Source: an optimization exercise on an open RTL-to-GDS flow (aim: small area). Production flows keep margins and buffers that such runs may drop. Only simulation tests tie the RTL to the original design; equivalence was not proved. Power and IR drop assume default switching activity.

## run A
==> flow/design.v (excerpt) <==
module cpu_core #(
    parameter int HAZARD_TECHNIQUE           = 0,
    parameter int ENABLE_LOAD_USE_FORWARDING = 1
) (
    input i_clk,
    input i_rst_n,
    output logic [31:0] o_imem_addr,
    input  logic [31:0] i_imem_rdata,
    output logic [31:0] o_dmem_addr,
    output logic [31:0] o_dmem_wdata,
    output logic        o_dmem_rd_en,
    output logic        o_dmem_wr_en,
    input  logic [31:0] i_dmem_rdata,
    output logic        o_wb_en,
    output logic [ 4:0] o_wb_addr,
    output logic [31:0] o_wb_data
);
Size in the first run: roughly 200 I/O pins.
Settings: LEC_CHECK=0, CAP_MARGIN=20, CORE_MARGIN=2, CORE_UTILIZATION=40, PLACE_DENSITY=0.6, SLEW_MARGIN=20; clock period 12.0 ns.
standard.sh (not shown) runs the stock make flow with config.mk's settings and CLKGATE_MAP_FILE= SYNTH_SCRIPT=/design/flow/synth_recipe.tcl, a recipe that flattens the netlist after the stock synthesis.
==> flow/flow/run.sh <==
#!/bin/bash
# The standard layout (the standard.sh) with these changes to how the
# layout is made:
# - synthesis: the standard flow's synthesis script unchanged, except that its one call
#   of abc (the cell mapping of the combinational logic; registers are mapped
#   before it and are not touched) uses flow/area.abc, an area-oriented
#   mapping with a delay target, instead of ORFS's speed script;
# - port buffers are the smallest buffer (buf_1) instead of the default cell;
# - clock tree: clkbuf_4/clkbuf_8 only, sink clusters of up to 12 flops within
#   60 um, and no dummy loads.
# The make output goes to flow_finish.log; ORFS's own per-step logs stay under
# orfs/logs/.
set -euo pipefail
here=$(pwd)
{
  cat <<'TCL'
proc abc {args} {
  set i [lsearch -exact $args -script]
  if {$i >= 0} { lset args [expr {$i + 1}] $::env(FLOW_ABC_SCRIPT) }
  yosys abc {*}$args
}
TCL
  cat synth_recipe.tcl
} > flow_synth.tcl
export FLOW_ABC_SCRIPT="$here/flow/area.abc"
bash standard.sh \
  "SYNTH_SCRIPT=$here/flow_synth.tcl" \
  "BUFFER_PORTS_ARGS=-buffer_cell sky130_fd_sc_hd__buf_1" \
  "CTS_ARGS=-sink_clustering_enable -repair_clock_nets -dont_use_dummy_load -buf_list {sky130_fd_sc_hd__clkbuf_4 sky130_fd_sc_hd__clkbuf_8} -sink_clustering_size 12 -sink_clustering_max_diameter 60" \
  finish > flow_finish.log 2>&1
==> flow/flow/area.abc <==
strash
&get -n
&st
&dch
&nf -R 1000
&st
&dch
&nf -R 1000
&st
&dch
&nf -R 1000
&put
topo
stime -c
upsize -D 4000
dnsize -D 4000
Run A finished every step from synthesis to the final layout, and the layout passed the timing, DRC and antenna checks.
Edits applied to the flow inputs when going from run A to run B:
-- flow/flow/run.sh --
<<< run A, line 9
# - clock tree: clkbuf_4/clkbuf_8 only, sink clusters of up to 12 flops within
#   60 um, and no dummy loads.
>>> run B, line 9
# - clock tree: clkbuf_4/clkbuf_8 only, sink clusters of up to 14 flops within
#   70 um, and no dummy loads.
<<< run A, line 29
  "CTS_ARGS=-sink_clustering_enable -repair_clock_nets -dont_use_dummy_load -buf_list {sky130_fd_sc_hd__clkbuf_4 sky130_fd_sc_hd__clkbuf_8} -sink_clustering_size 12 -sink_clustering_max_diameter 60" \
>>> run B, line 29
  "CTS_ARGS=-sink_clustering_enable -repair_clock_nets -dont_use_dummy_load -buf_list {sky130_fd_sc_hd__clkbuf_4 sky130_fd_sc_hd__clkbuf_8} -sink_clustering_size 14 -sink_clustering_max_diameter 70" \
### Flow results
Run A → run B: number of library cell types mapped by synthesis stayed essentially flat; global-route met1 utilization essentially unchanged; multi-input combinational cell area comparable.

* * *

== build 86 ==
cpu_core, a different RTL version from the one above (not shown whole).
For scale: about 60,000 um2 of cells after synthesis.
Settings: LEC_CHECK=0, CAP_MARGIN=20, CORE_MARGIN=2, CORE_UTILIZATION=40, PLACE_DENSITY=0.6, SLEW_MARGIN=20; clock period 12.0 ns.
run.sh (not shown) runs the stock make flow with config.mk's settings and CLKGATE_MAP_FILE= SYNTH_SCRIPT=/design/flow/synth_recipe.tcl, a recipe that flattens the netlist after the stock synthesis.
Stock flow here: none of the scripts above is used.
Both conditions hold for build 86: the flow ran to the end and the final layout passed the timing, DRC and antenna checks.
### build 86 -> build 75
==> flow/flow/run.sh (new file) <==
#!/bin/bash
# The standard layout (the standard.sh) with these changes to how the
# layout is made:
# - synthesis: the standard flow's synthesis script unchanged, except that its one call
#   of abc (the cell mapping of the combinational logic; registers are mapped
#   before it and are not touched) uses flow/area.abc, an area-oriented
#   mapping with a delay target, instead of ORFS's speed script;
# - port buffers are the smallest buffer (buf_1) instead of the default cell;
# - clock tree: clkbuf_4/clkbuf_8 only, sink clusters of up to 14 flops within
#   70 um, and no dummy loads.
# The make output goes to flow_finish.log; ORFS's own per-step logs stay under
# orfs/logs/.
set -euo pipefail
here=$(pwd)
{
  cat <<'TCL'
proc abc {args} {
  set i [lsearch -exact $args -script]
  if {$i >= 0} { lset args [expr {$i + 1}] $::env(FLOW_ABC_SCRIPT) }
  yosys abc {*}$args
}
TCL
  cat synth_recipe.tcl
} > flow_synth.tcl
export FLOW_ABC_SCRIPT="$here/flow/area.abc"
bash standard.sh \
  "SYNTH_SCRIPT=$here/flow_synth.tcl" \
  "BUFFER_PORTS_ARGS=-buffer_cell sky130_fd_sc_hd__buf_1" \
  "CTS_ARGS=-sink_clustering_enable -repair_clock_nets -dont_use_dummy_load -buf_list {sky130_fd_sc_hd__clkbuf_4 sky130_fd_sc_hd__clkbuf_8} -sink_clustering_size 14 -sink_clustering_max_diameter 70" \
  finish > flow_finish.log 2>&1
==> flow/flow/area.abc (new file) <==
strash
&get -n
&st
&dch
&nf -R 1000
&st
&dch
&nf -R 1000
&st
&dch
&nf -R 1000
&put
topo
stime -c
upsize -D 4000
dnsize -D 4000
==> flow/standard.sh (new file) <==
#!/bin/bash
# synth_recipe.tcl (not shown) runs the flow's synth.tcl, then flattens the netlist and writes it again
# the make line also repeats each setting of config.mk as NAME=value (left out here)
make -C /OpenROAD-flow-scripts/flow DESIGN_CONFIG=/design/flow/config.mk WORK_HOME=/design/flow/orfs CLKGATE_MAP_FILE= SYNTH_SCRIPT=/design/flow/synth_recipe.tcl "${@:-finish}"
removed: flow/run.sh
==> run notes <==
Build 86 → build 75: routed wire length per instance +0.32%, standard-cell row count -3, met1 demand-to-capacity share in global routing has increased, signed area change from the synthesized netlist to the final layout now sits lower, power dissipated by switching net loads shows a reduction of 0.00048 W.
STATUS highest attainable clock frequency: build 75 wins against build 86
Build 75 — final total power about 20% lower, build 86 as reference
Die: build 75 smaller than build 86
| worst slack at placement | build 75 vs build 86 | better |
Delta (build 75 minus build 86): aggregate routed wire length fell 6.2%; wire length of the first global-routing pass went down by about 6%.
Setup changes, build 75 to build 30
--- a/flow/flow/run.sh
+++ b/flow/flow/run.sh
@@ -8,4 +8,4 @@
 # - port buffers are the smallest buffer (buf_1) instead of the default cell;
-# - clock tree: clkbuf_4/clkbuf_8 only, sink clusters of up to 14 flops within
-#   70 um, and no dummy loads.
+# - clock tree: clkbuf_4/clkbuf_8 only, sink clusters of up to 12 flops within
+#   60 um, and no dummy loads.
 # The make output goes to flow_finish.log; ORFS's own per-step logs stay under
@@ -28,3 +28,3 @@
   "BUFFER_PORTS_ARGS=-buffer_cell sky130_fd_sc_hd__buf_1" \
-  "CTS_ARGS=-sink_clustering_enable -repair_clock_nets -dont_use_dummy_load -buf_list {sky130_fd_sc_hd__clkbuf_4 sky130_fd_sc_hd__clkbuf_8} -sink_clustering_size 14 -sink_clustering_max_diameter 70" \
+  "CTS_ARGS=-sink_clustering_enable -repair_clock_nets -dont_use_dummy_load -buf_list {sky130_fd_sc_hd__clkbuf_4 sky130_fd_sc_hd__clkbuf_8} -sink_clustering_size 12 -sink_clustering_max_diameter 60" \
   finish > flow_finish.log 2>&1
==> run notes <==
- Ratio of total power to cell area | build 30 above build 75
- Build 75 has a higher sequential share of layout area than build 30.
- Build 30 has post-layout worst setup margin below what build 75 had.
- Of build 75 and build 30, build 75 shows the higher relative contribution of combinational cells to total power, with build 30 below it.

static timing again, ports no longer ideal:
Ports are ideal in the flow. The routed layouts listed here were re-timed in OpenROAD.
Step 1 assumes that a clkbuf_16 drives the clock port and a buf_2 every other input.
Step 2, shift: input delay + t, output delay - t, t = (earliest + latest rising clock arrival at the registers) / 2. This alone moves slack from input paths to output paths.
Three values: ideal ports, drivers, drivers and shift; two values: the first two.
run | shift t [ns] | slack for setup (ns) | hold slack, ns | latest minus earliest clock arrival (ns)
run A | 0.977 | 0.601 / 0.515 / 1.492 | 0.290 / 0.290 / 0.290 | 0.128 / 0.128
run B | 0.929 | 0.628 / 0.550 / 1.479 | 0.302 / 0.302 / 0.302 | 0.129 / 0.129
build 86 | 0.883 | 1.029 / 0.949 / 1.831 | 0.321 / 0.321 / 0.321 | 0.063 / 0.063
build 75 | 0.932 | 1.524 / 1.446 / 2.378 | 0.304 / 0.304 / 0.304 | 0.119 / 0.119
build 30 | 0.941 | 1.366 / 1.299 / 2.240 | 0.302 / 0.302 / 0.302 | 0.145 / 0.144
After both steps every run listed still meets setup and hold.
